Source: an optimization exercise on an open RTL-to-GDS flow (aim: small area, a short achievable clock period and few clock cycles per item). Production flows keep margins and buffers that such runs may drop.
Function was checked by simulation only, so behaviour that the tests miss may differ from the original.

==> design/flow/design.v <==
module division(input clk, input rst, input start, input [31:0] dividendo, divisor,
                output [31:0] cociente, residuo, output done);
reg [15:0] rem;       
reg [16:0] dv;        
reg [15:0] quo;       
reg [2:0]  cnt;       
reg        busy, done_r;
function [4:0] lzc16(input [15:0] v);
  integer k;
  reg found;
  begin
    lzc16 = 5'd16;
    found = 1'b0;
    for (k = 15; k >= 0; k = k - 1)
      if (!found && v[k]) begin
        lzc16 = 5'd15 - k[4:0];
        found = 1'b1;
      end
  end
endfunction
wire [15:0] n_in = dividendo[15:0];
wire [15:0] d_in = divisor[15:0];
wire [4:0]  lzn  = lzc16(n_in);
wire [4:0]  lzd  = lzc16(d_in);
wire [5:0]  diff = {1'b0, lzd} - {1'b0, lzn};         
wire [4:0]  jr   = {1'b0, diff[3:0]} + 5'd1;
wire [3:0]  jh   = lzd[4] ? 4'd8 : (diff[5] ? 4'd0 : jr[4:1]);   
wire [16:0] dv0  = {1'b0, d_in} << {jh, 1'b0};
wire        ge1 = ~dv[16] && (rem >= dv[15:0]);
wire [15:0] r1  = ge1 ? rem - dv[15:0] : rem;
wire        ge2 = (r1 >= dv[16:1]);
wire [15:0] r2  = ge2 ? r1 - dv[16:1] : r1;
always @(posedge clk) begin
  done_r <= 1'b0;
  if (rst) begin
    busy <= 1'b0;
  end else if (!busy) begin
    if (start) begin
      if (jh == 4'd0)
        done_r <= 1'b1;
      else
        busy <= 1'b1;
    end
  end else if (cnt == 3'd0) begin
    busy   <= 1'b0;
    done_r <= 1'b1;
  end
end
always @(posedge clk) begin
  if (!busy) begin
    rem <= n_in;
    dv  <= dv0;
    quo <= 16'd0;
    cnt <= jh[2:0] - 3'd1;
  end else begin
    rem <= r2;
    dv  <= {2'b0, dv[16:2]};
    quo <= {quo[13:0], ge1, ge2};
    cnt <= cnt - 3'd1;
  end
end
assign cociente = {16'd0, quo[14:0], ge1};
assign residuo  = {17'd0, r1[14:0]};
assign done     = done_r;
endmodule
==> design/flow/flow/run.sh <==
#!/bin/bash
# Standard layout with smaller port buffers and a tighter repair target.
bash standard.sh SETUP_SLACK_MARGIN=5 "BUFFER_PORTS_ARGS=-buffer_cell sky130_fd_sc_hd__buf_1" GPL_TIMING_DRIVEN=1 finish > standard.log 2>&1
==> design/flow/standard.sh <==
#!/bin/bash
# synth_recipe.tcl (not shown) runs the flow's synth.tcl, then flattens the netlist and writes it again
# the make line also repeats each setting of config.mk as NAME=value (left out here)
make -C /OpenROAD-flow-scripts/flow DESIGN_CONFIG=/design/flow/config.mk WORK_HOME=/design/flow/orfs CLKGATE_MAP_FILE= SYNTH_SCRIPT=/design/flow/synth_recipe.tcl "${@:-finish}"
==> design/flow/config.mk <==
export PLATFORM = sky130hd
export DESIGN_NAME = division
export DESIGN_NICKNAME = division
export VERILOG_FILES = /design/flow/design.v
export SDC_FILE = /design/flow/constraint.sdc
export NUM_CORES = 4
export LEC_CHECK = 0
export CAP_MARGIN = 20
export CORE_MARGIN = 2
export CORE_UTILIZATION = 40
export PLACE_DENSITY = 0.6
export SETUP_SLACK_MARGIN = 5
export SLEW_MARGIN = 20
==> design/flow/constraint.sdc <==
create_clock -name core_clock -period 10.0 [get_ports {clk}]
set_input_delay 2.0000 -clock core_clock [delete_from_list [all_inputs] [get_ports {clk}]]
set_output_delay 2.0000 -clock core_clock [all_outputs]
set_load 0.01 [all_outputs]
==> out/metrics.yaml, run 1 <==
grt_pass1_wl_mm: 23.5
worstHoldPathType: "reg -> reg"
synth_compound_area_frac: 0.256
antenna_found_initial: 0
holdWs_ps: 462
cp.depth: 16
cap_violations: 0
num_rows: 40
hold_depth: 1
dr.pass1.iters: 5
tns_ps: 0
die_w_um: 115
grt_pass1_vias: 4641
async_reset_ff_frac: 0
fin_crit_ps: 5220
detail-route-antenna-nets: 0
ios: 132
fin_skew_ps: 8.82
tritoncts: "built"
post-place-ws_ps: 4010
grt_overflow: 0
drc: 0
dpl.hpwl_mm: 11.3
num_vias: 5067
crit_chain: "buf_6, or4_4, nand2b_4, o32a_1, ha_2, inv_2, fa_1, ha_4, xor3_2, inv_4, a211oi_4, buf_4, buf_6, nand3b_1, or4_4, o221ai_2"
synth_edf_count: 0
status: "timing/DRC/antenna clean"
synth_top_family_by_area: "compound AO/OA/AOI/OAI gates"
netlist_instances: 626
synth_area_sq_um: 4970
setup_viol: 0
avgSynthCellArea_sq_um: 7.93
endpoint_kind: "flip-flop"
slew_headroom: 0.595
avgViaCountPerCell: 5.66
wirelength_mm: 15.1
cp_top_family: "simple AND/OR/NAND/NOR gates"
rr_worst_depth: 19
synth_ff_type: "dfxtp_1"
routedWlPerCell_um: 16.9
worstPathMaxFanout: 5
routabilityCongestion: 0.881
yosysSeqAreaShare: 0.214
required_ps: 10220
synthAdderAreaFrac: 0.113
max_freq_mhz: 191
critical_path.max_stage_delay_ps: 520
synthMuxAreaShare: 0.0627
core_sq_um: 12100
clk_pin_slew_ps: 70
timing.final.crit_share: 0.522
drtIter0Drc: 323
ys_warn_count: 1
final_layout_size_suffix_gt1_frac: 0.212
n_fill_cell: 1164
port_buffers: 66
rsz0062_at_grt: "yes"
cp.buffers_inverters: 5
final_common_cell: "buf_1"
antennaDiodeCount: 0
die_area_sq_um: 13300
area_growth_syn_to_layout_pct: 26.0
h-tree-depth: 2
finalMaxSlewViolations: 0
synth_cell_types: 76
root_buffer: "clkbuf_16"
finalHoldViolCount: 0
fin_ws_ps: 4780
ys_ff_latch: 53
cts.path.max_buffers: 2
critPathSlowestCell: "or4_4"
cp.arrival_ps: 5440
grt_max_degree: 56
die_h_um: 115
final_nets: 837
clkLatencyLatePin_ps: 300
synthXorXnorAreaFrac: 0.0564
tightest_slew_ps: 605
path_class: "in -> reg"
synthSimpleGateAreaFrac: 0.202
initial_core_util: 0.412
cts_sinks: 53
cts_made_buffers: 5
final_cell_mix: "buf_1, nor2_1, dfxtp_1"
grt_usage: 0.221
start_kind: "primary input"
[synthesized netlist by cell type (13+ instances only)]
cell | count | area share
xnor2_1 | 15 | 0.026
dfxtp_1 | 53 | 0.21
o21ai_0 | 21 | 0.021
mux2_2 | 13 | 0.029
nor2_1 | 58 | 0.044
nor3_1 | 21 | 0.021
buf_4 | 34 | 0.051
o211ai_1 | 14 | 0.021
and2_1 | 16 | 0.020
nand2_1 | 46 | 0.035
nand3_1 | 14 | 0.014
mux2i_1 | 15 | 0.030
ha_1 | 40 | 0.10
a21oi_1 | 39 | 0.039
inv_1 | 38 | 0.029
[worst register-to-register path: stages, from the launching register on]
cell and delay (ps):
dfxtp_1 310, inv_2 70, ha_4 140, inv_1 50, fa_2 360, a21oi_2 180, o211ai_1 180, a2111oi_2 460
o21a_4 290, inv_8 100, mux2_2 330, ha_1 350, a211oi_1 270, o21bai_1 150, o21ai_1 220, a31o_2 210
nand2_2 220, nand2_1 170, inv_1 110, a221o_1 350
[stage by stage]
stage / std cells / util / cell area (sq um)
floorplan: 658 / - / 5160
global placement: 845 / 0.440 / 5310
detailed placement: 845 / 0.440 / 5310
CTS: 880 / 0.492 / 5930
global route: 896 / 0.519 / 6260
finish: 896 / 0.519 / 6260
[flip-flops by register name, summed over array words and instances (netlist names)]
name / cells
cnt: 3
dv: 17
done_r: 1
busy: 1
quo: 15
rem: 16
[kinds of logic after synthesis]
family                     after synthesis
AOI/OAI and AO/OA                      178
xor gates and xnor gates                27
adders and majority gates               43
buffers and inverters                   89
DFF                                     53
muxes                                   29
other                                    1
and+or+nand+nor                        206
[layer usage]
metal	wire length, um	global-route usage
met4	489	0.0771
met5	0	0
met3	725	0.0183
met1	6490	0.286
met2	7400	0.386
[cell type report]
class	instances	area (sq um)	share of cell area
Clock inverter	2	38.8	0.00620
Multi-Input combinational cell	516	3970	0.634
Tap cell	168	210	0.0336
Inverter	41	166	0.0266
Sequential cell	53	1060	0.170
Timing Repair Buffer	110	682	0.109
Clock buffer	6	129	0.0206
[path summary, 6_finish.rpt]
path                             startpoint      end  slack, ps
worst min-delay path                 quo[6]   quo[8]        460
worst max register to register       rem[0]  rem[12]       5390
worst max-delay path            divisor[15]    dv[8]       4780
worst min register to register       quo[6]   quo[8]        460
[timing repair]
action,4_1_cts,5_1_grt
resized for setup,48,59
setup buffers,27,16
setup endpoints to repair,54,43
pin swaps,12,21
hold buffers,0,0
Testbench counts, summed over its fixed seeds: cycles 12,906, items 4,000.
==> run 2: changes to the inputs <==
==> design/flow/flow/run.sh (replaced) <==
#!/bin/bash
# Standard layout with smaller port buffers and a tighter repair target.
bash standard.sh SETUP_SLACK_MARGIN=4 "BUFFER_PORTS_ARGS=-buffer_cell sky130_fd_sc_hd__buf_1"  finish > standard.log 2>&1
==> run 2 against run 1 <==
Against the previous run: setup slack lost 450 ps; clock skew hardly changed.
==> out/metrics.yaml, run 2 <==
drtIter0Drc: 313  # -3.1%
synth_area_sq_um: 4970  # unchanged
wirelength_mm: 13.9  # -8.0%
routabilityCongestion: 0.862  # -2.1%
root_buffer: "clkbuf_16"
cp.arrival_ps: 5860  # +420 ps
final_nets: 796  # -4.9%
endpoint_kind: "flip-flop"
num_vias: 4813  # -5.0%
die_area_sq_um: 13300  # unchanged
required_ps: 10180  # -40 ps
synth_cell_types: 76  # unchanged
final_layout_size_suffix_gt1_frac: 0.0597  # -0.152
seq_area_sq_um: 1060  # -0.24%
grt_pass1_vias: 4392  # -5.4%
routedWlPerCell_um: 16.2  # -3.6%
critPathSlowestCell: "or4_1"
dpl.hpwl_mm: 11.3  # -0.19%
fin_skew_ps: 8.70  # -0.118 ps
antenna_found_initial: 0  # unchanged
status: "timing/DRC/antenna clean"
antennaDiodeCount: 0  # unchanged
slew_headroom: 0.457  # -0.138
cap_violations: 0  # unchanged
largest-register: "dv"
avgViaCountPerCell: 5.63  # -0.46%
finalHoldViolCount: 0  # unchanged
grt_usage: 0.206  # -0.0146
synth_area_leaders: "dfxtp_1, ha_1, buf_4, nor2_1, a21oi_1"
synth.most_common_cell: "nor2_1"
cp_top_family: "simple AND/OR/NAND/NOR gates"
cts_made_buffers: 5  # unchanged
n_fill_cell: 1260  # +8.2%
timing.final.crit_share: 0.568  # +0.0452
yosysSeqAreaShare: 0.214  # unchanged
grt_pass1_wl_mm: 21.9  # -6.6%
final_cell_mix: "buf_1, nor2_1, dfxtp_1"
ios: 132  # unchanged
port_buffers: 66  # unchanged
rsz0062_at_grt: "no"
core_sq_um: 12100  # unchanged
reg_top3: "dv x17, rem x16, quo x15"
crit_top_cell: "ha_1"
area_growth_syn_to_layout_pct: 9.37
final_common_cell: "buf_1"
startpoint: "divisor[14]"
worstHoldPathType: "reg -> reg"
fin_crit_ps: 5680  # +452 ps
ctsHoldBuffers: 0  # unchanged
synth_edf_count: 0  # unchanged
path_class: "in -> reg"
r2r-start: "rem[0]"
tightest_slew_ps: 809  # +204 ps
largest_reg_flops: 17  # unchanged
initial_core_util: 0.412  # unchanged
cp.buffers_inverters: 3  # -2
ys_ff_latch: 53  # unchanged
cts.path.max_buffers: 2  # unchanged
synth_top_area_frac: 0.214  # unchanged
ys_warn_count: 1  # unchanged
num_rows: 40  # unchanged
start_kind: "primary input"
hp-start: "cnt[0]"
setup_viol: 0  # unchanged
clk_pin_slew_ps: 70  # about the same
h-tree-depth: 2  # unchanged
synth_area_leader_cell: "dfxtp_1"
die_w_um: 115  # unchanged
ys_top_cells_by_count: "nor2_1, dfxtp_1, nand2_1"
cts_sinks: 53  # unchanged
grt_overflow: 0  # unchanged
multi_input_area_sq_um: 3560  # -10%
critical_path.max_stage_delay_ps: 560  # +40 ps
drc: 0  # unchanged
die_h_um: 115  # unchanged
finalMaxSlewViolations: 0  # unchanged
crit_chain: "buf_1, or4_1, nand2b_1, o32a_1, ha_1, inv_1, fa_1, ha_1, xor3_1, inv_1, a211oi_4, nand2_1, nor2_1, a21oi_1, ha_1, xor2_1"
grt_max_degree: 55  # -1.8%
worstPathMaxFanout: 9  # +4
async_reset_ff_frac: 0  # unchanged
max_freq_mhz: 176  # -8.0%
avgSynthCellArea_sq_um: 7.93  # unchanged
detail-route-antenna-nets: 0  # unchanged
tritoncts: "built"
holdWs_ps: 456  # -5.75 ps
dr.pass1.iters: 7  # +2
netlist_instances: 626  # unchanged
synth_ff_type: "dfxtp_1"
tns_ps: 0  # unchanged
clkLatencyLatePin_ps: 300  # about the same
[run 2: layout make-up]
class	instances	area share
Sequential cell	53	0.195
Timing Repair Buffer	69	0.0497
Multi-Input combinational cell	516	0.656
Clock buffer	5	0.0230
Clock inverter	3	0.00806
Tap cell	168	0.0387
Inverter	41	0.0292
[run 2: through the flow]
| stage | setup slack [ps] | cells | area, sq um | utilization |
|---|---|---|---|---|
| 3_5_place_dp | 3860 | 847 | 5250 | 0.435 |
| 2_1_floorplan | 4350 | 658 | 5090 | - |
| 3_3_place_gp | 3910 | 847 | 5250 | 0.435 |
| 5_1_grt | 4070 | 855 | 5430 | 0.450 |
| 4_1_cts | 4170 | 855 | 5420 | 0.449 |
| 6_report | 4320 | 855 | 5430 | 0.450 |
[run 2: logic make-up (layout without fill, tap and decap cells)]
group	count (synthesis)	after routing	share of synthesized area
simple gates	206	206	0.202
fa+ha+maj	43	43	0.113
flops	53	53	0.214
mux	29	29	0.0627
xor+xnor	27	27	0.0564
compound gates	178	178	0.256
other cells	1	33	0.000755
buf+inv	89	118	0.0960
[run 2: what timing repair did]
| action | in CTS | in global routing |
|---|---|---|
| buffers inserted | 0 | 0 |
| setup endpoints to repair | 0 | 7 |
| resized for setup | 0 | 3 |
[run 2: metal layers]
| layer | track usage | wire, um |
|---|---|---|
| met1 | 0.264 | 6030 |
| met2 | 0.358 | 6700 |
| met3 | 0.0235 | 766 |
| met4 | 0.0747 | 390 |
| met5 | 0 | 0 |
[run 2: worst paths after layout]
| path | to | slack (ps) | cells past startpoint |
|---|---|---|---|
| min | cnt[0] | 460 | 1 |
| max reg2reg | rem[12] | 4630 | 19 |
| max | cnt[2] | 4320 | 16 |
| min reg2reg | cnt[0] | 460 | 1 |
==> run 3: changes to the inputs <==
==> design/flow/flow/run.sh (replaced) <==
#!/bin/bash
# Standard layout with smaller port buffers and a tighter repair target.
bash standard.sh SETUP_SLACK_MARGIN=6 "BUFFER_PORTS_ARGS=-buffer_cell sky130_fd_sc_hd__buf_1"  finish > standard.log 2>&1
==> run 3 against run 2 <==
Against the previous run: clock skew shrank 0.99 ps; setup slack better by 470 ps; non-clock buffer count is 90 higher; synthesized cell count did not move; design area increased by 36%; first-iteration DRC count is 36% higher; final cell count grew 11%; sequential share of layout area shrank 5.1 points; die area unchanged; core utilization increased by 16 points; largest cell class unchanged; highest routed layer unchanged.
==> out/metrics.yaml, run 3 <==
fin_cells: 946  # +11%
antennaDiodeCount: 0  # unchanged
die_h_um: 115  # unchanged
area_growth_syn_to_layout_pct: 48.4
port_buffers: 66  # unchanged
n_fill_cell: 998  # -21%
die_w_um: 115  # unchanged
endpoint_kind: "flip-flop"
async_reset_ff_frac: 0  # unchanged
synth_area_leader_cell: "dfxtp_1"
finalMaxSlewViolations: 0  # unchanged
max_freq_mhz: 192  # +8.9%
final_common_cell: "buf_4"
synth_area_leaders: "dfxtp_1, ha_1, buf_4, nor2_1, a21oi_1"
initial_core_util: 0.412  # unchanged
routedWlPerCell_um: 18.0  # +11%
synth.most_common_cell: "nor2_1"
largest-register: "dv"
cap_violations: 0  # unchanged
synth_ff_type: "dfxtp_1"
met2_length_mm: 8.71  # +30%
wl_met1_mm: 7.00  # +16%
required_ps: 10190  # about the same
yosysSeqAreaShare: 0.214  # unchanged
detail-route-antenna-nets: 0  # unchanged
avgSynthCellArea_sq_um: 7.93  # unchanged
grt_pass1_wl_mm: 25.2  # +15%
reg_top3: "dv x17, rem x16, quo x15"
worstHoldPathType: "reg -> reg"
topRoutingLayerUsed: "met4"
synth_cell_types: 76  # unchanged
ys_ff_latch: 53  # unchanged
fin_crit_ps: 5210  # -466 ps
clk_pin_slew_ps: 70  # about the same
ys_warn_count: 1  # unchanged
h-tree-depth: 2  # unchanged
grt_max_degree: 35  # -36%
avgViaCountPerCell: 5.76  # +2.4%
cts_sinks: 53  # unchanged
path_class: "in -> reg"
ios: 132  # unchanged
cts_made_buffers: 5  # unchanged
multi_input_area_sq_um: 4510  # +27%
fin_skew_ps: 7.71  # -0.987 ps
drtIter0Drc: 427  # +36%
slew_headroom: 0.541  # +0.0833
largest_reg_flops: 17  # unchanged
synth_edf_count: 0  # unchanged
wirelength_mm: 17.0  # +23%
status: "timing/DRC/antenna clean"
num_rows: 40  # unchanged
setup_viol: 0  # unchanged
synth_area_sq_um: 4970  # unchanged
die_area_sq_um: 13300  # unchanged
num_vias: 5453  # +13%
final_layout_size_suffix_gt1_frac: 0.368  # +0.308
netlist_instances: 626  # unchanged
synth_top_area_frac: 0.214  # unchanged
final_cell_mix: "buf_4, dfxtp_1, nor2_1, buf_1, buf_6"
clkLatencyLatePin_ps: 300  # about the same
antenna_found_initial: 0  # unchanged
dpl.hpwl_mm: 11.7  # +3.8%
drc: 0  # unchanged
timing.final.crit_share: 0.521  # -0.0466
ys_top_cells_by_count: "nor2_1, dfxtp_1, nand2_1"
core_sq_um: 12100  # unchanged
start_kind: "primary input"
grt_usage: 0.240  # +0.0336
grt_overflow: 0  # unchanged
routabilityCongestion: 0.859  # -0.38%
seq_area_sq_um: 1060  # +0.35%
tns_ps: 0  # unchanged
grt_pass1_vias: 5037  # +15%
dr.pass1.iters: 5  # -2
tightest_slew_ps: 687  # -123 ps
worstPathMaxFanout: 5  # -4
wl_met3_um: 872  # +14%
finalHoldViolCount: 0  # unchanged
rsz0062_at_grt: "yes"
tritoncts: "built"
cts.path.max_buffers: 2  # unchanged
cp.arrival_ps: 5400  # -460 ps
final_nets: 887  # +11%
dp.cells: 845  # -0.24%
root_buffer: "clkbuf_16"
ctsHoldBuffers: 0  # unchanged
## run 3: cell type report
type	instances	area share
Clock buffer	5	0.0170
Clock inverter	3	0.00289
Inverter	41	0.0233
Multi-Input combinational cell	516	0.612
Sequential cell	53	0.144
Tap cell	168	0.0285
Timing Repair Buffer	159	0.170
Timing Repair inverter	1	0.00221
## run 3: worst paths after layout
path	cells after the start	to	startpoint	slack (ps)
setup / recovery	14	dv[12]	divisor[14]	4790
hold / removal	1	quo[7]	quo[5]	460
setup reg to reg	21	rem[11]	rem[0]	5520
hold reg to reg	1	quo[7]	quo[5]	460
## run 3: repair_timing
item,4_1_cts,5_1_grt
endpoints found under the hold margin,0,0
gates resized for setup,155,71
cloned,3,0
buffers inserted,71,19
setup endpoints to repair,55,55
pin swaps,66,47
## run 3: logic make-up after synthesis
| logic type | share of synthesized area |
|---|---|
| other | 0.000755 |
| AOI/OAI and AO/OA | 0.256 |
| and+or+nand+nor | 0.202 |
| xor gates and xnor gates | 0.0564 |
| buffers and inverters | 0.0960 |
| adders and majority gates | 0.113 |
| muxes | 0.0627 |
| DFF | 0.214 |
## run 3: critical path, stage by stage
cell and delay (ps):
buf_6 110, or4_4 500, nand2b_4 160, o32a_1 390
ha_2 210, inv_2 60, fa_2 450, ha_4 300
nand2_4 50, a211oi_4 290, buf_6 210, mux2i_4 240
mux2i_1 120, a221o_1 300
## run 3: per-layer routing
metal,vias to the layer above,global-route usage
li1,2557,-
met1,2665,0.304
met2,204,0.420
met3,27,0.0251
met4,0,0.0924
met5,-,0
## run 3: metrics by stage
stage	setup slack, ps	instance area (sq um)	util	hold WS, ps
floorplan	4720	5360	-	420
global placement	4040	5470	0.454	436
detailed placement	4000	5470	0.454	448
CTS	4860	6950	0.576	464
global route	4710	7370	0.611	475
finish	4790	7370	0.611	462
==> run 4: changes to the inputs <==
==> design/flow/flow/run.sh (replaced) <==
#!/bin/bash
# Standard layout with smaller port buffers and a tighter repair target.
bash standard.sh SETUP_SLACK_MARGIN=5 "BUFFER_PORTS_ARGS=-buffer_cell sky130_fd_sc_hd__buf_1" ADDER_MAP_FILE= finish > standard.log 2>&1
==> run 4 against run 3 <==
Against the previous run: still clean; fmax is 0.63% lower; die area is 7.8% higher; clock-buffer cell count stayed put; critical path depth is 1 lower; largest cell class unchanged.
==> out/metrics.yaml, run 4 <==
cp.arrival_ps: 3240  # -2160 ps
cts.path.max_buffers: 2  # unchanged
drtIter0Drc: 465  # +8.9%
final_nets: 847  # -4.5%
crit_chain: "xor2_2, a2111oi_4, or2_4, a31oi_4, a31oi_1, o31a_1, maj3_2, o21bai_4, xnor2_4, a21oi_2, a31oi_4, inv_2, buf_6"
crit_top_cell: "a31oi_4"
ys_ff_latch: 53  # unchanged
n_fill_cell: 1230  # +23%
finalMaxSlewViolations: 0  # unchanged
grt_max_degree: 51  # +46%
initial_core_util: 0.407  # -0.00460
final_common_cell: "buf_4"
cap_violations: 0  # unchanged
worstHoldPathType: "reg -> reg"
critPathSlowestCell: "dfxtp_1"
h-tree-depth: 2  # unchanged
synth_cell_types: 93  # +22%
core_sq_um: 13200  # +9.4%
r2r-start: "rem[3]"
rsz0062_at_grt: "yes"
avgSynthCellArea_sq_um: 7.88  # -0.74%
slew_headroom: 0.294  # -0.247
finalHoldViolCount: 0  # unchanged
clk_pin_slew_ps: 80  # about the same
worstPathMaxFanout: 4  # -1
die_area_sq_um: 14400  # +7.8%
fin_skew_ps: 5.31  # -2.40 ps
synth.most_common_cell: "nor2_1"
ys_warn_count: 1  # unchanged
synth_top_area_frac: 0.198  # -0.0161
area_growth_syn_to_layout_pct: 26.8
setup_viol: 0  # unchanged
antennaDiodeCount: 0  # unchanged
antenna_found_initial: 0  # unchanged
ios: 132  # unchanged
yosysSeqAreaShare: 0.198  # -0.0161
die_h_um: 120  # +3.9%
avgViaCountPerCell: 5.63  # -2.4%
routabilityCongestion: 0.932  # +8.5%
detail-route-antenna-nets: 0  # unchanged
grt_pass1_vias: 4993  # -0.87%
port_buffers: 66  # unchanged
post-place-ws_ps: 4080  # +88.0 ps
num_vias: 5386  # -1.2%
synth_area_leaders: "dfxtp_1, xnor2_1, buf_4, mux2i_1, nor2_1"
die_w_um: 120  # +3.9%
tns_ps: 0  # unchanged
cp.buffers_inverters: 2  # -1
max_freq_mhz: 191  # -0.63%
netlist_instances: 682  # +8.9%
grt_overflow: 0  # unchanged
seq_area_sq_um: 1100  # +3.6%
wirelength_mm: 16.8  # -1.2%
root_buffer: "clkbuf_16"
multi_input_area_sq_um: 4340  # -3.7%
status: "timing/DRC/antenna clean"
fin_ws_ps: 4760  # -33.2 ps
synth_area_leader_cell: "dfxtp_1"
fin_crit_ps: 5240  # +33.2 ps
tightest_slew_ps: 1060  # +371 ps
cts_made_buffers: 5  # unchanged
grt_usage: 0.221  # -0.0190
final_cell_mix: "buf_4, nor2_1, buf_1"
largest_reg_flops: 17  # unchanged
reg_top3: "dv x17, rem x16, quo x15"
ys_top_cells_by_count: "nor2_1, dfxtp_1, xnor2_1"
synth_ff_type: "dfxtp_1"
largest-register: "dv"
routedWlPerCell_um: 17.6  # -2.3%
async_reset_ff_frac: 0  # unchanged
synth_area_sq_um: 5370  # +8.1%
start_kind: "flip-flop"
hp-start: "quo[3]"
drc: 0  # unchanged
dr.pass1.iters: 7  # +2
tritoncts: "built"
startpoint: "rem[3]"
critical_path.max_stage_delay_ps: 440  # -60 ps
synth_edf_count: 0  # unchanged
clkLatencyLatePin_ps: 300  # about the same
path_class: "reg -> out"
grt_pass1_wl_mm: 25.5  # +0.93%
dpl.hpwl_mm: 11.7  # -0.22%
final_layout_size_suffix_gt1_frac: 0.314  # -0.0539
endpoint_kind: "output port"
num_rows: 42  # +5.0%
cts_sinks: 53  # unchanged
timing.final.crit_share: 0.524  # +0.00332
cp_top_family: "compound AO/OA/AOI/OAI gates"
required_ps: 8000  # -2190 ps
[run 4: changes by cell type after synthesis, sizes merged, moves of 11 or more]
cell   before  now
ha         40    0
xnor2      15   50
maj3        0   18
buf        37   53
mux2i      15   29
o21ai      23   34
[run 4: path summary, 6_finish.rpt]
path / end / slack (ps) / cells after the start
setup / recovery: residuo[14] / 4760 / 13
hold / removal: quo[5] / 460 / 1
setup reg to reg: rem[8] / 5230 / 21
hold reg to reg: quo[5] / 460 / 1
[run 4: metrics by stage]
step	area, sq um	util	hold WS (ps)	std cells
6_report	6810	0.516	462	957
5_1_grt	6810	0.516	474	957
4_1_cts	6100	0.463	467	918
3_5_place_dp	5540	0.420	449	888
3_3_place_gp	5540	0.420	437	888
2_1_floorplan	5500	-	478	714
[run 4: per-layer routing]
layer	global-route usage	vias to the layer above	wire length [um]
li1	-	2556	-
met4	0.103	0	431
met2	0.374	231	8290
met3	0.0276	35	1030
met1	0.279	2564	7070
met5	0	-	0
[run 4: logic make-up (layout without fill, tap and decap cells)]
group / Yosys count / count (layout) / share of synthesized area
flip-flops: 53 / 53 / 0.198
adder cells (fa/ha/maj): 18 / 18 / 0.0349
buffers and inverters: 114 / 181 / 0.113
AND/OR/NAND/NOR: 218 / 218 / 0.217
AO/OA/AOI/OAI: 165 / 165 / 0.238
multiplexers: 44 / 44 / 0.0855
other: 1 / 33 / 0.000698
XOR/XNOR: 69 / 69 / 0.114
[run 4: area by class of cell]
cell class,instances,share of cell area
tap,176,0.0323
clock inverter,3,0.00422
multi-input combinational,547,0.637
clock buffer,5,0.0184
sequential,53,0.162
timing repair buffer,130,0.120
inverter,43,0.0261
[run 4: timing repair]
action                     CTS  global route
setup endpoints to repair   53            37
hold buffers                 0             0
cloned                       2             0
setup buffers               20            39
pin swaps                   19            37
resized for setup           67           102
==> run 5: changes to the inputs <==
==> design/flow/flow/run.sh (replaced) <==
#!/bin/bash
# Standard layout with smaller port buffers and a tighter repair target.
bash standard.sh SETUP_SLACK_MARGIN=6 "BUFFER_PORTS_ARGS=-buffer_cell sky130_fd_sc_hd__buf_1" ADDER_MAP_FILE= finish > standard.log 2>&1
==> run 5 against run 4 <==
Against the previous run: flip-flop and latch count stayed put; setup slack better by 23 ps; highest routed layer unchanged; fmax is 0.43% higher; clock skew is 4.3 ps higher; critical path depth stayed put; global-route usage is 4.3 points higher; clock-buffer cell count stayed put; design area is 29% higher; sequential share of layout area is 3.5 points lower.
==> out/metrics.yaml, run 5 <==
largest_reg_flops: 17  # unchanged
synth_cell_types: 93  # unchanged
cap_violations: 0  # unchanged
reg2reg_slack_ps: 4830  # -400 ps
synth.most_common_cell: "nor2_1"
routedWlPerCell_um: 20.5  # +17%
rsz0062_at_grt: "yes"
routabilityCongestion: 0.915  # -1.9%
largest-register: "dv"
avgSynthCellArea_sq_um: 7.88  # unchanged
reg_top3: "dv x17, rem x16, quo x15"
start_kind: "flip-flop"
topRoutingLayerUsed: "met4"
cts_made_buffers: 5  # unchanged
timing.final.crit_share: 0.522  # -0.00226
cts.path.max_buffers: 2  # unchanged
grt_overflow: 0  # unchanged
rr_worst_depth: 29  # +38%
ctsHoldBuffers: 0  # unchanged
grt_pass1_wl_mm: 30.3  # +19%
min_to: "quo[13]"
antenna_found_initial: 0  # unchanged
antennaDiodeCount: 0  # unchanged
clkLatencyLatePin_ps: 310  # about the same
async_reset_ff_frac: 0  # unchanged
final_layout_size_suffix_gt1_frac: 0.518  # +0.204
die_area_sq_um: 14400  # unchanged
initial_core_util: 0.407  # unchanged
netlist_instances: 682  # unchanged
worstHoldPathType: "reg -> reg"
drc: 0  # unchanged
wl_met3_mm: 1.63  # +57%
fin_skew_ps: 9.62  # +4.31 ps
finalMaxSlewViolations: 0  # unchanged
yosysSeqAreaShare: 0.198  # unchanged
finalHoldViolCount: 0  # unchanged
holdWs_ps: 463  # +1.22 ps
grt_usage: 0.264  # +0.0428
synth_area_leaders: "dfxtp_1, xnor2_1, buf_4, mux2i_1, nor2_1"
tritoncts: "built"
dpl.hpwl_mm: 11.7  # about the same
r2r-start: "rem[2]"
num_vias: 6468  # +20%
grt_max_degree: 50  # -2.0%
die_w_um: 120  # unchanged
drtIter0Drc: 507  # +9.0%
avgViaCountPerCell: 5.99  # +6.4%
path_class: "reg -> out"
detail-route-antenna-nets: 0  # unchanged
worstReg2RegEnd: "rem[5]"
slew_headroom: 0.470  # +0.176
required_ps: 8000  # about the same
synth_area_sq_um: 5370  # unchanged
final_util: 0.667  # +0.151
synth_edf_count: 0  # unchanged
tightest_slew_ps: 790  # -267 ps
wirelength_mm: 22.2  # +32%
synth_top_area_frac: 0.198  # unchanged
clk_pin_slew_ps: 80  # about the same
ios: 132  # unchanged
dr.pass1.iters: 5  # -2
hold_depth: 1  # unchanged
core_sq_um: 13200  # unchanged
cp.arrival_ps: 3220  # -20 ps
die_h_um: 120  # unchanged
area_growth_syn_to_layout_pct: 63.8
max_freq_mhz: 192  # +0.43%
grt_pass1_vias: 5976  # +20%
status: "timing/DRC/antenna clean"
wl_met1_mm: 8.00  # +13%
ys_ff_latch: 53  # unchanged
final_common_cell: "buf_4"
root_buffer: "clkbuf_16"
final_nets: 970  # +15%
worstPathMaxFanout: 3  # -1
port_buffers: 66  # unchanged
synth_ff_type: "dfxtp_1"
h-tree-depth: 2  # unchanged
fin_crit_ps: 5220  # -22.6 ps
tns_ps: 0  # unchanged
setup_viol: 0  # unchanged
num_rows: 42  # unchanged
ys_top_cells_by_count: "nor2_1, dfxtp_1, xnor2_1"
cts_sinks: 53  # unchanged
endpoint_kind: "output port"
final_cell_mix: "buf_4, buf_6, nor2_1"
ys_warn_count: 1  # unchanged
synth_area_leader_cell: "dfxtp_1"
met2_length_mm: 11.1  # +34%
hp-start: "quo[11]"
## run 5: cell counts after synthesis
No cell type changed its count.
## run 5: layout make-up
type                       instances  area, sq um
multi-input combinational        550         4990
fill                             875         4390
timing repair buffer             249         2100
sequential                        53         1120
tap                              176          220
inverter                          43          185
clock buffer                       5          125
clock inverter                     3         43.8
timing repair inverter             1         11.3
## run 5: repair_timing
item                       in CTS  in global routing
cloned                          4                  1
pin swaps                      77                 48
setup buffers                 146                 35
setup endpoints to repair      55                 55
gates resized for setup       236                 97
## run 5: per-layer routing
layer	GRT usage	up-vias
met3	0.0342	120
met2	0.474	379
met5	0	-
met4	0.130	0
li1	-	2812
met1	0.307	3157
## run 5: logic make-up after synthesis
kind of cell	count (synthesis)	share of synthesized area
and+or+nand+nor	218	0.217
other	1	0.000698
muxes	44	0.0855
buffers and inverters	114	0.113
DFF	53	0.198
xor gates and xnor gates	69	0.114
AOI/OAI and AO/OA	165	0.238
adders and majority gates	18	0.0349
## run 5: through the flow
step | std cells | area [sq um] | setup slack, ps
final | 1080 | 8800 | 4780
after CTS | 1044 | 8070 | 4930
after detailed placement | 886 | 5800 | 3930
after floorplan | 714 | 5870 | 5100
after global placement | 886 | 5800 | 4060
after global routing | 1080 | 8800 | 4740
## run 5: worst max path at each step
stage | start | endpoint | slack, ps | cells past startpoint
floorplan | dv[2] | residuo[14] | 5100 | 14
global placement | divisor[0] | dv[13] | 4060 | 15
detailed placement | divisor[0] | dv[13] | 3930 | 15
CTS | rem[2] | residuo[14] | 4930 | 13
global route | rem[2] | residuo[14] | 4740 | 13
finish | rem[2] | residuo[14] | 4780 | 13
## run 5: critical path, cell delays in order (launching register included)
cell and delay [ps]:
dfxtp_2 340, nor2b_4 120, maj3_2 320, or2_4 290
a31oi_4 220, a21oi_2 70, o31a_1 320, maj3_2 360
o21bai_4 210, xnor2_4 170, a21oi_2 100, a31oi_4 200
inv_2 70, buf_6 120
==> run 6: changes to the inputs <==
==> design/flow/flow/run.sh (replaced) <==
#!/bin/bash
# Standard layout with smaller port buffers and a tighter repair target.
bash standard.sh SETUP_SLACK_MARGIN=2 "BUFFER_PORTS_ARGS=-buffer_cell sky130_fd_sc_hd__buf_1"  finish > standard.log 2>&1
==> run 6 against run 5 <==
Against the previous run: critical endpoint is now cnt[2]; wire length down 37%; final cell count down 21%; sequential share of layout area is 6.9 points higher; synthesized area down 7.5%; highest routed layer unchanged; clock skew shrank 0.90 ps.
==> out/metrics.yaml, run 6 <==
core_sq_um: 12100  # -8.6%
slew_headroom: 0.385  # -0.0851
hp-start: "quo[10]"
h-tree-depth: 2  # unchanged
finalMaxSlewViolations: 0  # unchanged
cap_violations: 0  # unchanged
clk_pin_slew_ps: 70  # about the same
synth_top_family_by_area: "compound AO/OA/AOI/OAI gates"
final_cell_mix: "buf_1, nor2_1, dfxtp_1"
met2_usage: 0.358  # -0.116
cp_top_family: "simple AND/OR/NAND/NOR gates"
cts_made_buffers: 5  # unchanged
reg_top3: "dv x17, rem x16, quo x15"
grt_overflow: 0  # unchanged
drtIter0Drc: 327  # -36%
final_nets: 796  # -18%
globalRouteMet1Util: 0.264  # -0.0426
grtUsageMet3: 0.0235  # -0.0107
crit_top_cell: "ha_1"
cts_resized: 0  # -100%
cp.buffers_inverters: 3  # +1
fin_skew_ps: 8.72  # -0.900 ps
routedWlPerCell_um: 16.3  # -21%
async_reset_ff_frac: 0  # unchanged
holdWs_ps: 458  # -5.56 ps
hold_depth: 1  # unchanged
crit_chain: "buf_1, or4_1, nand2b_1, o32a_1, ha_1, inv_1, fa_1, ha_1, xor3_1, inv_1, a211oi_2, nand2_1, nor2_1, a21oi_1, ha_1, xor2_1"
tritoncts: "built"
tns_ps: 0  # unchanged
reg2reg_slack_ps: 4400  # -430 ps
worstReg2RegEnd: "rem[12]"
start_kind: "primary input"
rr_worst_depth: 19  # -34%
ys_warn_count: 1  # unchanged
cp.arrival_ps: 6050  # +2830 ps
synthAdderAreaFrac: 0.113  # +0.0779
die_h_um: 115  # -3.7%
largest_reg_flops: 17  # unchanged
dpl.hpwl_mm: 11.3  # -3.4%
largest-register: "dv"
synthMuxAreaShare: 0.0627  # -0.0228
synthSimpleGateAreaFrac: 0.202  # -0.0154
r2r-start: "rem[0]"
num_vias: 4830  # -25%
timing.final.crit_share: 0.587  # +0.0652
synth_cell_types: 76  # -18%
status: "timing/DRC/antenna clean"
root_buffer: "clkbuf_16"
synth_ff_type: "dfxtp_1"
critPathSlowestCell: "or4_1"
netlist_instances: 626  # -8.2%
yosysSeqAreaShare: 0.214  # +0.0161
ctsHoldBuffers: 0  # unchanged
grt_max_degree: 55  # +10%
detail-route-antenna-nets: 0  # unchanged
synth_area_leaders: "dfxtp_1, ha_1, buf_4, nor2_1, a21oi_1"
required_ps: 10180  # +2180 ps
port_buffers: 66  # unchanged
dr.pass1.iters: 4  # -1
grt_pass1_wl_mm: 21.9  # -28%
antennaDiodeCount: 0  # unchanged
grt_usage: 0.206  # -0.0574
synth_edf_count: 0  # unchanged
ios: 132  # unchanged
cts_sinks: 53  # unchanged
clkLatencyLatePin_ps: 300  # about the same
die_w_um: 115  # -3.7%
final_layout_size_suffix_gt1_frac: 0.0568  # -0.461
synth.most_common_cell: "nor2_1"
worstHoldPathType: "reg -> reg"
path_class: "in -> reg"
synth_area_sq_um: 4970  # -7.5%
fin_crit_ps: 5870  # +652 ps
synth_compound_area_frac: 0.256  # +0.0186
setup_viol: 0  # unchanged
min_to: "quo[12]"
antenna_found_initial: 0  # unchanged
tightest_slew_ps: 916  # +126 ps
avgViaCountPerCell: 5.65  # -5.7%
worstPathMaxFanout: 9  # +6
synthXorXnorAreaFrac: 0.0564  # -0.0575
cts_setup_buffers: 0  # -100%
grt_pass1_vias: 4392  # -27%
num_rows: 40  # -4.8%
initial_core_util: 0.412  # +0.00460
avgSynthCellArea_sq_um: 7.93  # +0.75%
ys_ff_latch: 53  # unchanged
final_common_cell: "buf_1"
wirelength_mm: 13.9  # -37%
ys_top_cells_by_count: "nor2_1, dfxtp_1, nand2_1"
rsz0062_at_grt: "no"
synth_top_area_frac: 0.214  # +0.0161
max_freq_mhz: 170  # -11%
endpoint_kind: "flip-flop"
area_growth_syn_to_layout_pct: 9.09
critical_path.max_stage_delay_ps: 560  # +200 ps
synth_area_leader_cell: "dfxtp_1"
drc: 0  # unchanged
grt-busiest-layer: "met2"
routabilityCongestion: 0.862  # -5.7%
finalHoldViolCount: 0  # unchanged
cts.path.max_buffers: 2  # unchanged
die_area_sq_um: 13300  # -7.3%
run 6: cell count changes after synthesis, moves of 10 or more:
cell      delta
ha_1        +40
maj3_1      -12
mux2i_1     -14
nand2b_1    -10
nor3_1      +11
o211ai_1    +10
o21ai_1     -11
xnor2_1     -34
xor2_1      -10
run 6: cell type report:
type | count | area [sq um]
clock buffers | 5 | 125
repair buffers | 69 | 270
fillers | 1261 | 6640
clock inverters | 3 | 43.8
multi-input cells | 516 | 3550
well taps | 168 | 210
inverters | 41 | 159
flip-flops and latches | 53 | 1060
run 6: stage by stage:
stage | util | area [sq um] | setup WS, ps | std cells
6_report | 0.449 | 5420 | 4130 | 855
5_1_grt | 0.449 | 5420 | 3830 | 855
4_1_cts | 0.449 | 5420 | 4170 | 855
3_5_place_dp | 0.435 | 5250 | 3860 | 847
3_3_place_gp | 0.435 | 5250 | 3910 | 847
2_1_floorplan | - | 5090 | 4350 | 658
run 6: worst max path at each step:
stage	endpoint	startpoint	cells after the start
6_report	cnt[2]	divisor[14]	16
2_1_floorplan	dv[15]	divisor[15]	13
5_1_grt	cnt[2]	divisor[14]	16
3_5_place_dp	cnt[2]	divisor[14]	16
4_1_cts	cnt[2]	divisor[14]	16
3_3_place_gp	cnt[2]	divisor[14]	16
run 6: per-layer routing:
metal / vias to the layer above / share of wire
met5: - / 0
met4: 0 / 0.028
met3: 26 / 0.055
met2: 187 / 0.48
met1: 2239 / 0.44
li1: 2378 / -
run 6: worst reg2reg max path: cells and delay by family, from the launching register on:
kind                     cells  cell delay (ps)
AO/OA/AOI/OAI                9             2860
buffers and inverters        4              410
flip-flops                   1              300
AND/OR/NAND/NOR              2              600
adder cells (fa/ha/maj)      3              950
multiplexers                 1              350
run 6: kinds of logic (layout without fill, tap and decap cells):
family	count (synthesis)	after routing
XOR/XNOR	27	27
buffers and inverters	89	118
flip-flops	53	53
multiplexers	29	29
other	1	33
AND/OR/NAND/NOR	206	206
AO/OA/AOI/OAI	178	178
adder cells (fa/ha/maj)	43	43
==> run 7: changes to the inputs <==
==> design/flow/flow/run.sh (replaced) <==
#!/bin/bash
# Standard layout with smaller port buffers and a tighter repair target.
bash standard.sh SETUP_SLACK_MARGIN=3 "BUFFER_PORTS_ARGS=-buffer_cell sky130_fd_sc_hd__buf_1"  finish > standard.log 2>&1
==> run 7 against run 6 <==
Against the previous run: clock skew is the same; still clean on timing, DRC and antenna; clock-buffer cell count unchanged; critical path type unchanged; fmax is the same; first-iteration DRC count did not move; global-route usage is the same; highest routed layer unchanged.
==> out/metrics.yaml, run 7 <==
ys_warn_count: 1  # unchanged
rsz0062_at_grt: "no"
yosysSeqAreaShare: 0.214  # unchanged
cts_setup_buffers: 0  # unchanged
drc: 0  # unchanged
synth_area_leaders: "dfxtp_1, ha_1, buf_4, nor2_1, a21oi_1"
ctsHoldBuffers: 0  # unchanged
synth_compound_area_frac: 0.256  # unchanged
fin_skew_ps: 8.72  # unchanged
root_buffer: "clkbuf_16"
slew_headroom: 0.385  # unchanged
final_layout_size_suffix_gt1_frac: 0.0568  # unchanged
grt-busiest-layer: "met2"
synth_top_area_frac: 0.214  # unchanged
synth_cell_types: 76  # unchanged
setup_viol: 0  # unchanged
met2_usage: 0.358  # unchanged
endpoint_kind: "flip-flop"
grt_overflow: 0  # unchanged
synth.most_common_cell: "nor2_1"
synth_top_family_by_area: "compound AO/OA/AOI/OAI gates"
die_h_um: 115  # unchanged
fin_crit_ps: 5870  # unchanged
core_sq_um: 12100  # unchanged
synthXorXnorAreaFrac: 0.0564  # unchanged
finalMaxSlewViolations: 0  # unchanged
grt_pass1_wl_mm: 21.9  # unchanged
n_fill_cell: 1261  # unchanged
rr_worst_depth: 19  # unchanged
tritoncts: "built"
ys_ff_latch: 53  # unchanged
h-tree-depth: 2  # unchanged
place_area_sq_um: 5250  # unchanged
reg_top3: "dv x17, rem x16, quo x15"
async_reset_ff_frac: 0  # unchanged
dp.cells: 847  # unchanged
area_growth_syn_to_layout_pct: 9.09  # unchanged
cts.path.max_buffers: 2  # unchanged
tightest_slew_ps: 916  # unchanged
cts_made_buffers: 5  # unchanged
avgViaCountPerCell: 5.65  # unchanged
tns_ps: 0  # unchanged
start_kind: "primary input"
synthMuxAreaShare: 0.0627  # unchanged
synth_area_sq_um: 4970  # unchanged
grt_max_degree: 55  # unchanged
final_common_cell: "buf_1"
num_rows: 40  # unchanged
synth_ff_type: "dfxtp_1"
dr.pass1.iters: 4  # unchanged
routabilityCongestion: 0.862  # unchanged
ios: 132  # unchanged
required_ps: 10180  # about the same
largest_reg_flops: 17  # unchanged
drtIter0Drc: 327  # unchanged
wirelength_mm: 13.9  # unchanged
grt_usage: 0.206  # unchanged
timing.final.crit_share: 0.587  # unchanged
fin_area_sq_um: 5420  # unchanged
status: "timing/DRC/antenna clean"
detail-route-antenna-nets: 0  # unchanged
path_class: "in -> reg"
cts_resized: 0  # unchanged
clk_pin_slew_ps: 70  # about the same
grt_pass1_vias: 4392  # unchanged
cts_sinks: 53  # unchanged
max_freq_mhz: 170  # unchanged
avgSynthCellArea_sq_um: 7.93  # unchanged
routedWlPerCell_um: 16.3  # unchanged
worstHoldPathType: "reg -> reg"
worstPathMaxFanout: 9  # unchanged
clkLatencyLatePin_ps: 300  # about the same
port_buffers: 66  # unchanged
globalRouteMet1Util: 0.264  # unchanged
final_cell_mix: "buf_1, nor2_1, dfxtp_1"
die_w_um: 115  # unchanged
cap_violations: 0  # unchanged
final_nets: 796  # unchanged
largest-register: "dv"
synthAdderAreaFrac: 0.113  # unchanged
hold_depth: 1  # unchanged
initial_core_util: 0.412  # unchanged
grtUsageMet3: 0.0235  # unchanged
ys_top_cells_by_count: "nor2_1, dfxtp_1, nand2_1"
num_vias: 4830  # unchanged
synth_edf_count: 0  # unchanged
cp.arrival_ps: 6050  # about the same
antennaDiodeCount: 0  # unchanged
netlist_instances: 626  # unchanged
dpl.hpwl_mm: 11.3  # unchanged
antenna_found_initial: 0  # unchanged
die_area_sq_um: 13300  # unchanged
final_util: 0.449  # unchanged
finalHoldViolCount: 0  # unchanged
synthSimpleGateAreaFrac: 0.202  # unchanged
fin_cells: 855  # unchanged
synth_area_leader_cell: "dfxtp_1"
[run 7: cell counts in the layout (fill, tap and decap cells not counted)]
Identical to the previous run, type by type.
[run 7: worst max-delay path: stages]
cell      delay [ps]
buf_1            130
or4_1            560
nand2b_1         210
o32a_1           390
ha_1             210
inv_1             60
fa_1             430
ha_1             230
xor3_1           240
inv_1             90
a211oi_2         540
nand2_1          360
nor2_1           170
a21oi_1           60
ha_1             220
xor2_1           150
[run 7: kinds of logic after synthesis]
group	Yosys count
buffers and inverters	89
adders and majority gates	43
AOI/OAI and AO/OA	178
and+or+nand+nor	206
other	1
muxes	29
DFF	53
xor gates and xnor gates	27
[run 7: area by class of cell]
type,instances,area (sq um),share of cell area
tap,168,210,0.0388
clock buffer,5,125,0.0231
clock inverter,3,43.8,0.00808
timing repair buffer,69,270,0.0499
inverter,41,159,0.0293
sequential,53,1060,0.196
multi-input combinational,516,3550,0.655
[run 7: path summary, 6_finish.rpt]
kind,start,to,slack (ps)
max,divisor[14],cnt[2],4130
min,quo[10],quo[12],460
max reg2reg,rem[0],rem[12],4400
min reg2reg,quo[10],quo[12],460
[run 7: metal layers]
metal / vias to the layer above / wire (um)
li1: 2378 / -
met1: 2239 / 6070
met2: 187 / 6670
met3: 26 / 763
met4: 0 / 386
met5: - / 0
[run 7: through the flow]
step	hold WS [ps]	worst slack, ps
after floorplan	420	4350
after global placement	434	3910
after detailed placement	444	3860
after CTS	459	4170
after global routing	471	3830
final	458	4130
==> run 8: changes to the inputs <==
==> design/flow/flow/run.sh (replaced) <==
#!/bin/bash
# Standard layout with smaller port buffers and a tighter repair target.
bash standard.sh SETUP_SLACK_MARGIN=3.5 "BUFFER_PORTS_ARGS=-buffer_cell sky130_fd_sc_hd__buf_1"  finish > standard.log 2>&1
==> run 8 against run 7 <==
Against the previous run: fmax unchanged; via count unchanged; final cell count unchanged; global-route usage unchanged; clock skew unchanged.
==> out/metrics.yaml, run 8 <==
status: "timing/DRC/antenna clean"
start_kind: "primary input"
endpoint_kind: "flip-flop"
h-tree-depth: 2  # unchanged
dr.pass1.iters: 4  # unchanged
synth_cell_types: 76  # unchanged
core_sq_um: 12100  # unchanged
fin_ws_ps: 4130  # unchanged
grt_overflow: 0  # unchanged
ctsHoldBuffers: 0  # unchanged
ys_ff_latch: 53  # unchanged
cts_made_buffers: 5  # unchanged
netlist_instances: 626  # unchanged
setup_viol: 0  # unchanged
synth_edf_count: 0  # unchanged
async_reset_ff_frac: 0  # unchanged
area_growth_syn_to_layout_pct: 9.09  # unchanged
cts_resized: 0  # unchanged
ys_warn_count: 1  # unchanged
final_util: 0.449  # unchanged
cp.arrival_ps: 6050  # about the same
wirelength_mm: 13.9  # unchanged
synth.most_common_cell: "nor2_1"
routabilityCongestion: 0.862  # unchanged
cap_violations: 0  # unchanged
final_layout_size_suffix_gt1_frac: 0.0568  # unchanged
final_nets: 796  # unchanged
routedWlPerCell_um: 16.3  # unchanged
synth_ff_type: "dfxtp_1"
slew_headroom: 0.385  # unchanged
fin_crit_ps: 5870  # unchanged
post-place-ws_ps: 3860  # unchanged
cts.path.max_buffers: 2  # unchanged
worstPathMaxFanout: 9  # unchanged
holdWs_ps: 458  # unchanged
largest-register: "dv"
num_rows: 40  # unchanged
max_freq_mhz: 170  # unchanged
timing.final.crit_share: 0.587  # unchanged
synth_area_leader_cell: "dfxtp_1"
port_buffers: 66  # unchanged
synth_area_leaders: "dfxtp_1, ha_1, buf_4, nor2_1, a21oi_1"
ys_top_cells_by_count: "nor2_1, dfxtp_1, nand2_1"
die_area_sq_um: 13300  # unchanged
avgViaCountPerCell: 5.65  # unchanged
die_h_um: 115  # unchanged
final_common_cell: "buf_1"
antenna_found_initial: 0  # unchanged
fin_area_sq_um: 5420  # unchanged
die_w_um: 115  # unchanged
place_area_sq_um: 5250  # unchanged
clk_pin_slew_ps: 70  # about the same
reg_top3: "dv x17, rem x16, quo x15"
tritoncts: "built"
path_class: "in -> reg"
grt_pass1_wl_mm: 21.9  # unchanged
drtIter0Drc: 327  # unchanged
reg2reg_slack_ps: 4400  # about the same
required_ps: 10180  # about the same
grt_max_degree: 55  # unchanged
cts_sinks: 53  # unchanged
tightest_slew_ps: 916  # unchanged
final_cell_mix: "buf_1, nor2_1, dfxtp_1"
tns_ps: 0  # unchanged
cts_setup_buffers: 0  # unchanged
largest_reg_flops: 17  # unchanged
initial_core_util: 0.412  # unchanged
finalHoldViolCount: 0  # unchanged
avgSynthCellArea_sq_um: 7.93  # unchanged
dpl.hpwl_mm: 11.3  # unchanged
root_buffer: "clkbuf_16"
yosysSeqAreaShare: 0.214  # unchanged
grt_usage: 0.206  # unchanged
synth_top_area_frac: 0.214  # unchanged
clkLatencyLatePin_ps: 300  # about the same
finalMaxSlewViolations: 0  # unchanged
synth_area_sq_um: 4970  # unchanged
worstHoldPathType: "reg -> reg"
detail-route-antenna-nets: 0  # unchanged
ios: 132  # unchanged
num_vias: 4830  # unchanged
rsz0062_at_grt: "no"
grt_pass1_vias: 4392  # unchanged
drc: 0  # unchanged
fin_skew_ps: 8.72  # unchanged
antennaDiodeCount: 0  # unchanged
-- run 8: cell counts in the layout (fill, tap and decap cells not counted) --
Identical to the previous run, type by type.
-- run 8: area by class of cell --
cell class	instances	area, sq um
timing repair buffer	69	270
fill	1261	6640
sequential	53	1060
clock buffer	5	125
inverter	41	159
tap	168	210
multi-input combinational	516	3550
clock inverter	3	43.8
-- run 8: path summary, 6_finish.rpt --
kind / start / end / cells after the start
setup / recovery: divisor[14] / cnt[2] / 16
hold / removal: quo[10] / quo[12] / 1
setup reg to reg: rem[0] / rem[12] / 19
hold reg to reg: quo[10] / quo[12] / 1
-- run 8: kinds of logic after synthesis --
group           synth area share
other cells             0.000755
buf+inv                   0.0960
mux                       0.0627
simple gates               0.202
fa+ha+maj                  0.113
compound gates             0.256
xor+xnor                  0.0564
flops                      0.214
-- run 8: metal layers --
layer / global-route usage / vias to the layer above / share of wire / wire (um)
met3: 0.0235 / 26 / 0.055 / 763
met2: 0.358 / 187 / 0.48 / 6670
met1: 0.264 / 2239 / 0.44 / 6070
met4: 0.0747 / 0 / 0.028 / 386
met5: 0 / - / 0 / 0
li1: - / 2378 / - / -
-- run 8: stage by stage --
stage | cells
6_report | 855
5_1_grt | 855
4_1_cts | 855
3_5_place_dp | 847
3_3_place_gp | 847
2_1_floorplan | 658
-- run 8: critical path: stages --
cell and delay [ps]:
buf_1 130, or4_1 560, nand2b_1 210, o32a_1 390
ha_1 210, inv_1 60, fa_1 430, ha_1 230
xor3_1 240, inv_1 90, a211oi_2 540, nand2_1 360
nor2_1 170, a21oi_1 60, ha_1 220, xor2_1 150
==> run 9: changes to the inputs <==
==> design/flow/flow/run.sh (replaced) <==
#!/bin/bash
# Standard layout with smaller port buffers and a tighter repair target.
bash standard.sh SETUP_SLACK_MARGIN=4.5 "BUFFER_PORTS_ARGS=-buffer_cell sky130_fd_sc_hd__buf_1"  finish > standard.log 2>&1
==> run 9 against run 8 <==
Against the previous run: still clean; die area did not move; synthesized cell count did not move; flip-flop and latch count did not move; clock skew fell by 1.1 ps; sequential share of layout area fell by 0.58 points; core utilization rose by 1.4 points; global-route usage rose by 0.37 points; setup slack improved by 480 ps; first-iteration DRC count fell by 8.0%; highest routed layer unchanged.
==> out/metrics.yaml, run 9 <==
wirelength_mm: 14.4  # +3.5%
ys_warn_count: 1  # unchanged
final_nets: 806  # +1.3%
n_fill_cell: 1218  # -3.4%
cts.path.max_buffers: 2  # unchanged
tightest_slew_ps: 729  # -187 ps
grt_usage: 0.210  # +0.00372
fin_ws_ps: 4600  # +476 ps
endpoint_kind: "flip-flop"
cp.arrival_ps: 5590  # -460 ps
finalHoldViolCount: 0  # unchanged
yosysSeqAreaShare: 0.214  # unchanged
synth_edf_count: 0  # unchanged
drtIter0Drc: 301  # -8.0%
dr.pass1.iters: 5  # +1
holdWs_ps: 458  # +0.616 ps
status: "timing/DRC/antenna clean"
synth_area_leaders: "dfxtp_1, ha_1, buf_4, nor2_1, a21oi_1"
worstPathMaxFanout: 5  # -4
antennaDiodeCount: 0  # unchanged
cts_made_buffers: 5  # unchanged
ios: 132  # unchanged
grt_overflow: 0  # unchanged
clk_pin_slew_ps: 70  # about the same
routabilityCongestion: 0.876  # +1.6%
required_ps: 10190  # about the same
routedWlPerCell_um: 16.6  # +2.3%
clkLatencyLatePin_ps: 300  # about the same
antenna_found_initial: 0  # unchanged
die_w_um: 115  # unchanged
avgSynthCellArea_sq_um: 7.93  # unchanged
final_layout_size_suffix_gt1_frac: 0.0890  # +0.0322
area_growth_syn_to_layout_pct: 12.4
die_area_sq_um: 13300  # unchanged
start_kind: "primary input"
final_common_cell: "buf_1"
synth_ff_type: "dfxtp_1"
max_freq_mhz: 185  # +8.8%
largest_reg_flops: 17  # unchanged
worstHoldPathType: "reg -> reg"
reg_top3: "dv x17, rem x16, quo x15"
root_buffer: "clkbuf_16"
rsz0062_at_grt: "yes"
cap_violations: 0  # unchanged
synth_area_sq_um: 4970  # unchanged
ctsHoldBuffers: 0  # unchanged
drc: 0  # unchanged
avgViaCountPerCell: 5.67  # +0.44%
ys_top_cells_by_count: "nor2_1, dfxtp_1, nand2_1"
path_class: "in -> reg"
initial_core_util: 0.412  # unchanged
timing.final.crit_share: 0.540  # -0.0476
port_buffers: 66  # unchanged
core_sq_um: 12100  # unchanged
fin_skew_ps: 7.63  # -1.09 ps
tns_ps: 0  # unchanged
cts_sinks: 53  # unchanged
final_cell_mix: "buf_1, nor2_1, dfxtp_1"
netlist_instances: 626  # unchanged
detail-route-antenna-nets: 0  # unchanged
num_rows: 40  # unchanged
grt_pass1_wl_mm: 22.4  # +2.3%
die_h_um: 115  # unchanged
tritoncts: "built"
synth_top_area_frac: 0.214  # unchanged
fin_crit_ps: 5400  # -476 ps
post-place-ws_ps: 3820  # -37.3 ps
setup_viol: 0  # unchanged
num_vias: 4908  # +1.6%
synth.most_common_cell: "nor2_1"
h-tree-depth: 2  # unchanged
largest-register: "dv"
grt_pass1_vias: 4466  # +1.7%
synth_cell_types: 76  # unchanged
finalMaxSlewViolations: 0  # unchanged
slew_headroom: 0.513  # +0.128
ys_ff_latch: 53  # unchanged
async_reset_ff_frac: 0  # unchanged
dpl.hpwl_mm: 11.5  # +1.8%
grt_max_degree: 55  # unchanged
synth_area_leader_cell: "dfxtp_1"
[run 9: cell families after synthesis]
group                    Yosys count  share of synthesized area
buffers and inverters             89                     0.0960
AO/OA/AOI/OAI                    178                      0.256
other                              1                   0.000755
flip-flops                        53                      0.214
adder cells (fa/ha/maj)           43                      0.113
AND/OR/NAND/NOR                  206                      0.202
XOR/XNOR                          27                     0.0564
multiplexers                      29                     0.0627
[run 9: critical path, cell delays in order]
cell,delay [ps]
buf_1,130
or4_4,550
nand2b_4,170
o32a_1,390
ha_1,210
inv_1,70
fa_1,460
ha_4,190
xor3_1,250
inv_2,80
a211oi_4,280
buf_6,160
mux2i_1,170
o22ai_1,140
a221o_1,330
[run 9: metrics by stage]
stage | cells | utilization | cell area (sq um)
6_report | 865 | 0.463 | 5580
5_1_grt | 865 | 0.463 | 5580
4_1_cts | 862 | 0.459 | 5530
3_5_place_dp | 846 | 0.436 | 5260
3_3_place_gp | 846 | 0.436 | 5260
2_1_floorplan | 658 | - | 5100
[run 9: timing repair]
| item | in CTS | in global routing |
|---|---|---|
| pin swaps | 3 | 4 |
| setup endpoints to repair | 26 | 15 |
| cloned | 0 | 0 |
| gates resized for setup | 10 | 7 |
| setup buffers | 8 | 3 |
[run 9: per-layer routing]
metal,up-vias,share of wire,GRT usage
met5,-,0,0
met4,0,0.028,0.0779
met3,23,0.049,0.0157
met2,179,0.49,0.366
met1,2327,0.44,0.272
li1,2379,-,-
[run 9: path summary, 6_finish.rpt]
| path | startpoint | slack [ps] | to | cells past startpoint |
|---|---|---|---|---|
| hold reg to reg | quo[11] | 460 | quo[13] | 1 |
| hold / removal | quo[11] | 460 | quo[13] | 1 |
| setup / recovery | divisor[14] | 4600 | dv[13] | 15 |
| setup reg to reg | rem[0] | 4770 | rem[12] | 19 |
[run 9: cell type report]
cell class	count	area, sq um	area share
inverters	41	159	0.0285
flip-flops and latches	53	1060	0.190
multi-input cells	516	3630	0.650
repair buffers	79	353	0.0632
clock buffers	5	125	0.0224
clock inverters	3	43.8	0.00784
well taps	168	210	0.0376

## static timing again, ports no longer ideal
No port has a modelled driver above. Below, the same layouts with a new extraction and two added sets of constraints. Step 1 (the two cells are an assumption about what drives the block):
set clk [get_ports {clk}]
set_driving_cell -lib_cell sky130_fd_sc_hd__clkbuf_16 $clk
set_driving_cell -lib_cell sky130_fd_sc_hd__buf_2 [delete_from_list [all_inputs] $clk]
Step 2 adds t to the input delays and takes it off the output delays; t is the mean of the earliest and latest rising clock arrival at the registers after step 1. Input paths then give back, and output paths get back, about the clock's delay inside the block. Slacks: no drivers / after step 1 / after step 2; pairs: no drivers / after step 1.
| run | t, ns | setup WS [ns] | worst setup path after step 2 | worst data-port slew with drivers (ns) | cell pins on the clock port's net |
|---|---|---|---|---|---|
| run 1 | 0.329 | 4.776 / 4.779 / 4.450 | input to register | 0.05 | 1 |
| run 2 | 0.330 | 4.324 / 4.342 / 4.012 | input to register | 0.03 | 1 |
| run 3 | 0.332 | 4.790 / 4.787 / 4.455 | input to register | 0.05 | 1 |
| run 4 | 0.338 | 4.757 / 4.720 / 4.767 | input to register | 0.04 | 1 |
| run 5 | 0.343 | 4.779 / 4.739 / 4.830 | register to register | 0.06 | 1 |
| run 6 | 0.329 | 4.127 / 4.145 / 3.817 | input to register | 0.03 | 1 |
| run 7 | 0.329 | 4.127 / 4.145 / 3.817 | input to register | 0.03 | 1 |
| run 8 | 0.329 | 4.127 / 4.145 / 3.817 | input to register | 0.03 | 1 |
| run 9 | 0.330 | 4.604 / 4.618 / 4.288 | input to register | 0.03 | 1 |
After both steps setup and hold are still met in every run listed. The setup slack of run 3, which loses most, moves by -0.003 ns with the drivers and by -0.335 ns with both steps.
